From an optimization exercise on the open Yosys and OpenROAD flow, aimed at small area and a short achievable clock period; shortcuts taken in it are not production practice.
In this exercise RTL edits were held to simulation tests only and were not proved equivalent to the original.
Power and IR drop assume default switching activity.

// risc_cpu
module risc_cpu (
    input wire clk,
    input wire rst,
    input wire [31:0] imem_data,
    input wire [31:0] dmem_rdata,
    output wire [31:0] dmem_wdata,
    output wire dmem_we,
    output wire dmem_re,
    output wire dmem_byte,
    output wire [31:0] pc_out,
    output wire [31:0] instruction_out,
    output wire [31:0] alu_result_out,
    output wire [3:0] flags_out
);
reg [31:2] pc;
reg [31:0] if_ir;
reg [31:0] id_ir;
reg ex_wr, ex_ld, ex_st, ex_br, ex_fl;
reg ex_ss, ex_sg, ex_sp, ex_sy;
reg ex_cin, ex_cv, ex_byte, ex_cm;
reg [3:0] ex_rd;
reg [31:0] ex_a, ex_b, ex_sd;
reg fN, fZ, fC, fV;
reg [31:0] ld_q;
reg ld_v, ld_b;
reg [31:0] rf [0:14];
function cond_ok;
    input [3:0] c;
    input n, z, cf, v;
    begin
        case (c)
            4'b0000: cond_ok = z;
            4'b0001: cond_ok = ~z;
            4'b0010: cond_ok = cf;
            4'b0011: cond_ok = ~cf;
            4'b0100: cond_ok = n;
            4'b0101: cond_ok = ~n;
            4'b0110: cond_ok = v;
            4'b0111: cond_ok = ~v;
            4'b1000: cond_ok = cf & ~z;
            4'b1001: cond_ok = ~cf | z;
            4'b1010: cond_ok = n == v;
            4'b1011: cond_ok = n != v;
            4'b1100: cond_ok = ~z & (n == v);
            4'b1101: cond_ok = z | (n != v);
            4'b1110: cond_ok = 1'b1;
            default: cond_ok = 1'b0;
        endcase
    end
endfunction
wire cond_met = ex_cm;
function [31:0] rot_imm;
    input [11:0] imm;
    reg [63:0] t;
    begin
        t = {24'b0, imm[7:0], 24'b0, imm[7:0]} >> {imm[11:8], 1'b0};
        rot_imm = t[31:0];
    end
endfunction
wire [31:0] x = ex_a;
wire [31:0] y = ex_b;
wire cin = ex_cin;
wire [31:0] g = x & y;
wire [31:0] p = x ^ y;
reg [32:0] kg, kp, kg2, kp2;
integer lv, bi;
always @(*) begin
    kg = {g, cin};
    kp = {p, 1'b0};
    for (lv = 1; lv < 33; lv = lv * 2) begin
        kg2 = kg;
        kp2 = kp;
        for (bi = lv; bi < 33; bi = bi + 1) begin
            kg2[bi] = kg[bi] | (kp[bi] & kg[bi - lv]);
            kp2[bi] = kp[bi] & kp[bi - lv];
        end
        kg = kg2;
        kp = kp2;
    end
end
wire [32:0] sum = {kg[32], p ^ kg[31:0]};
wire [31:0] result = ({32{ex_ss}} & sum[31:0]) | ({32{ex_sg}} & g) |
                     ({32{ex_sp}} & p) | ({32{ex_sy}} & y);
wire nN = result[31];
wire nZ = ~|result;
  ...
==> flow/config.mk <==
export PLATFORM = sky130hd
export DESIGN_NAME = risc_cpu
export DESIGN_NICKNAME = risc_cpu
export VERILOG_FILES = /design/flow/design.v
export SDC_FILE = /design/flow/constraint.sdc
export NUM_CORES = 4
export LEC_CHECK = 0
export ABC_AREA = 1
export CAP_MARGIN = 20
export CORE_MARGIN = 2
export CORE_UTILIZATION = 40
export PLACE_DENSITY = 0.6
export SLEW_MARGIN = 20
==> flow/constraint.sdc <==
create_clock -name core_clock -period 17.5 [get_ports {clk}]
set_input_delay 3.5000 -clock core_clock [delete_from_list [all_inputs] [get_ports {clk}]]
set_output_delay 3.5000 -clock core_clock [all_outputs]
set_load 0.01 [all_outputs]
standard.sh (not shown) runs the stock make flow with config.mk's settings and CLKGATE_MAP_FILE= SYNTH_SCRIPT=/design/flow/synth_recipe.tcl, a recipe that flattens the netlist after the stock synthesis.
==> flow/flow/run.sh <==
#!/bin/bash
# The standard layout (the standard.sh, standard synthesis unchanged), with
# timing repair asked to leave 11 ns of setup slack, so that it also speeds up
# paths that already meet the 17.5 ns clock, and allowed to resize cells across
# footprints. The make output goes to make_finish.log; each ORFS step keeps its
# own log under orfs/logs/.
set -euo pipefail
bash standard.sh SETUP_SLACK_MARGIN=11 MATCH_CELL_FOOTPRINT=0 finish > make_finish.log 2>&1
The baseline went through all stages and came out clean.
Then changed:
--- a/flow/design.v
+++ b/flow/design.v
@@ -130,33 +130,26 @@
 wire [31:0] val1 = (fwd_ok & (ex_rd == ra1)) ? wd : rd1;
 wire [31:0] val2 = (fwd_ok & (ex_rd == ra2)) ? wd : rd2;
 wire [4:0] sh_amt = I[11:7];
 wire [1:0] sh_typ = I[6:5];
 wire sh_z = (sh_amt == 5'd0);
 wire [4:0] rot_amt = (sh_typ == 2'b00) ? (5'd0 - sh_amt) :
                      ((sh_typ == 2'b11) & sh_z) ? 5'd1 : sh_amt;
-wire [31:0] rs1 = rot_amt[0] ? {val2[0], val2[31:1]} : val2;
-wire [31:0] rs2 = rot_amt[1] ? {rs1[1:0], rs1[31:2]} : rs1;
-wire [31:0] rs3 = rot_amt[2] ? {rs2[3:0], rs2[31:4]} : rs2;
-wire [31:0] rs4 = rot_amt[3] ? {rs3[7:0], rs3[31:8]} : rs3;
-wire [31:0] rot = rot_amt[4] ? {rs4[15:0], rs4[31:16]} : rs4;
+wire [63:0] rot2 = {val2, val2} >> rot_amt;
+wire [31:0] rot = rot2[31:0];
 wire sh_fill = (sh_typ == 2'b10) & val2[31];
-reg [31:0] lo, keep;
 reg [31:0] sh_out;
 integer k;
 always @(*) begin
-    for (k = 0; k < 32; k = k + 1)
-        lo[k] = (k < sh_amt);
     for (k = 0; k < 32; k = k + 1) begin
         case (sh_typ)
-            2'b00: keep[k] = ~lo[k];
-            2'b01, 2'b10: keep[k] = ~sh_z & ~lo[31 - k];
-            default: keep[k] = 1'b1;
-        endcase
-        sh_out[k] = keep[k] ? rot[k] : sh_fill;
+            2'b00: sh_out[k] = (k >= sh_amt) ? rot[k] : 1'b0;
+            2'b01, 2'b10: sh_out[k] = (!sh_z && (k < 32 - sh_amt)) ? rot[k] : sh_fill;
+            default: sh_out[k] = rot[k];
+        endcase
     end
     if (sh_typ == 2'b11 && sh_z) sh_out[31] = next_C;
 end
 wire [3:0] rimm = I[11:8];
 wire [7:0] imm8 = I[7:0];
 wire is_mul = f_di & (opc == 4'b1111);
 wire is_neg = f_di & (opc == 4'b1110);
After rerunning: The changed run finished with timing, DRC and antenna clean; worst setup slack degrades by 89 ps; synthesized cell count fell by 1.3%; wire length rose by 1.1%; total power fell by 1.1%; count of clock-buffer cells in the layout fell by 7; hold slack degrades by 64 ps; register-to-register slack improves by 50 ps; sequential power fell by about 2%; maximum frequency fell by 1.3%; cell count fell by 0.73%; critical path depth fell by 11; flip-flop and latch count stays the same.

[what the ideal ports hide]
The flow's constraints put no driver on any port. The routed layouts listed below were extracted and timed again, unchanged, in two steps.
Step 1 sets driving cells, clkbuf_16 on the clock port and buf_2 on the other inputs (assumed; they add their load-dependent delay and slew).
Step 2 moves the port delays by t, midway between the first and last clock arrival at a register: inputs arrive t later, outputs are due t later. That takes back most of the time a late clock gives input paths.
Three values: ideal ports, drivers, drivers and shift; two values: the first two.
run | t (ns) | setup slack, ns | clock arrival spread, ns | slew at the worst register clock pin (ns)
the first run | 0.785 | 10.976 / 10.970 / 10.976 | 0.057 / 0.057 | 0.07 / 0.07
the second run | 0.762 | 10.887 / 10.813 / 11.032 | 0.032 / 0.033 | 0.07 / 0.07
After both steps setup and hold are still met in every run listed.
